From an optimization exercise on the open Yosys and OpenROAD flow, aimed at small area; shortcuts taken in it are not production practice. The RTL was checked by simulation tests, not by an equivalence proof against the original design. No activity file was given, so power comes from the tool's default toggle rates.

==> flow/design.v (excerpt) <==
module Mono_Pong(input clk, input rst, input start, input stop, input push_1, input push_2,
					output [13:0] disp_score, output LED_r, output LED_g,
					output [9:0] LED, output [6:0] disp_level, output [1:0] blue,
					output [3:0] zybo_LED);
For scale: about 410 cells after synthesis, roughly 45 I/O pins, ~0.0028 sq mm of cells after synthesis.
clock: 10.0 ns
lec_check: 0
abc_area: 1
cap_margin: 20
core_margin: 2
core_utilization: 40
slew_margin: 20
run.sh (not shown) runs the stock make flow with config.mk's settings and CLKGATE_MAP_FILE= SYNTH_SCRIPT=/design/flow/synth_recipe.tcl, a recipe that flattens the netlist after the stock synthesis.
The baseline finished with timing, DRC and antenna clean.
Next try:
==> flow/flow/run.sh (new file) <==
#!/bin/bash
# Own layout flow: the standard synthesis, then the combinational logic between the
# standard synthesis's flip-flops is re-mapped by ABC for area (flip-flops, their names and
# cell types are kept as the standard synthesis made them), then the standard layout.
# Each tool's output goes to a log file of its own in the work folder.
set -euo pipefail
W=$(pwd)
R=$W/orfs/results/${FLOW_PLATFORM}/Mono_Pong/base
LIB=$FLOW_HOME/platforms/${FLOW_PLATFORM}/lib/sky130_fd_sc_hd__tt_025C_1v80.lib
YOSYS=$(command -v yosys || echo "$FLOW_HOME/../tools/install/yosys/bin/yosys")

bash standard.sh synth > "$W/synth.log" 2>&1
cp "$R/1_2_yosys.v" "$W/standard_synth.v"

SEQ=$(grep -oE "sky130_fd_sc_hd__[a-z0-9_]+" "$W/standard_synth.v" | sort -u | grep -E "__(e?df|sdf|dl|conb)" | tr '\n' ' ')
sed -e "s|@LIB@|$LIB|g" -e "s|@SEQ@|$SEQ|g" -e "s|@IN@|$W/standard_synth.v|g" \
    -e "s|@OUT@|$W/resynth.v|g" -e "s|@ABC@|$W/flow/area.abc|g" -e "s|@TOP@|$FLOW_TOP|g" \
    "$W/flow/resynth.ys" > "$W/resynth_run.ys"
"$YOSYS" -s "$W/resynth_run.ys" > "$W/resynth.log" 2>&1

grep -E "sky130_fd_sc_hd__(e?df|sdf|dl)[a-z0-9_]* " "$W/standard_synth.v" | sort > "$W/ff_standard.txt"
grep -E "sky130_fd_sc_hd__(e?df|sdf|dl)[a-z0-9_]* " "$W/resynth.v" | sort > "$W/ff_resynth.txt"
if cmp -s "$W/ff_standard.txt" "$W/ff_resynth.txt"; then
  cp "$W/resynth.v" "$R/1_2_yosys.v"
else
  echo "flip-flops differ after re-mapping; keeping the standard netlist" >> "$W/resynth.log"
fi
touch "$R/1_2_yosys.v"

bash standard.sh finish > "$W/layout.log" 2>&1
==> flow/flow/area.abc (new file) <==
strash
&get -n
&deepsyn -T 60
&put
strash
dch -f
map -a
topo
==> flow/flow/resynth.ys (new file) <==
# re-map the combinational logic of the standard synthesis netlist; flip-flops stay as they are
read_liberty -ignore_miss_func @LIB@
blackbox @SEQ@
read_verilog @IN@
hierarchy -top @TOP@
flatten
rename -hide w:*.*
opt -purge
abc -liberty @LIB@ -dont_use *probe* -dont_use *lpflow* -dont_use *clkbuf* -dont_use *clkinv* -script @ABC@
opt_clean -purge
setundef -zero
splitnets
opt_clean -purge
hilomap -singleton -hicell sky130_fd_sc_hd__conb_1 HI -locell sky130_fd_sc_hd__conb_1 LO
insbuf -buf sky130_fd_sc_hd__buf_1 A X
opt_clean -purge
stat -liberty @LIB@
write_verilog -noattr -nohex -nodec @OUT@
==> flow/standard.sh (new file) <==
#!/bin/bash
# synth_recipe.tcl (not shown) runs the flow's synth.tcl, then flattens the netlist and writes it again
# the make line also repeats each setting of config.mk as NAME=value (left out here)
make -C /OpenROAD-flow-scripts/flow DESIGN_CONFIG=/design/flow/config.mk WORK_HOME=/design/flow/orfs CLKGATE_MAP_FILE= SYNTH_SCRIPT=/design/flow/synth_recipe.tcl "${@:-finish}"
removed: flow/run.sh
Outcome:
- hold slack loses 14 ps
- non-clock buffer count stays the same
- power came out lower by well over a third
- maximum frequency came out lower slightly
- setup slack loses 30 ps
- synthesized area came out lower by a quarter to a third
- core utilization came out higher by 5.3 points
- die area came out lower by a quarter to a third
- cell area came out lower by a quarter to a third
- routed wire length came out lower by a quarter to a third

separate check: timing with driven ports:
In the flow no input, the clock included, has a driving cell. The finished layouts below were timed again as built, in two steps.
Step 1: set_driving_cell puts a clkbuf_16 on clk and a buf_2 on each other input, an assumption about the parent block.
Step 2 times the ports against the registers' clock, not the clock port: input delays grow and output delays shrink by t, the midpoint of the rising clock arrivals with the driver on.
a / b / c = ideal / step 1 / step 2; a / b = the first two.
run | t, ns | setup WS [ns] | clock arrival spread, ns | worst slew at a driven data input, ns | pins driven straight from the clock port
the first run | 0.304 | 4.926 / 4.904 / 4.904 | 0.012 / 0.012 | 0.03 | 1
the second run | 0.300 | 4.896 / 4.869 / 4.869 | 0.011 / 0.011 | 0.03 | 1
After both steps every run listed still meets setup and hold. The setup slack of the second run, which loses most, moves by -0.027 ns with the drivers and by -0.027 ns with both steps.
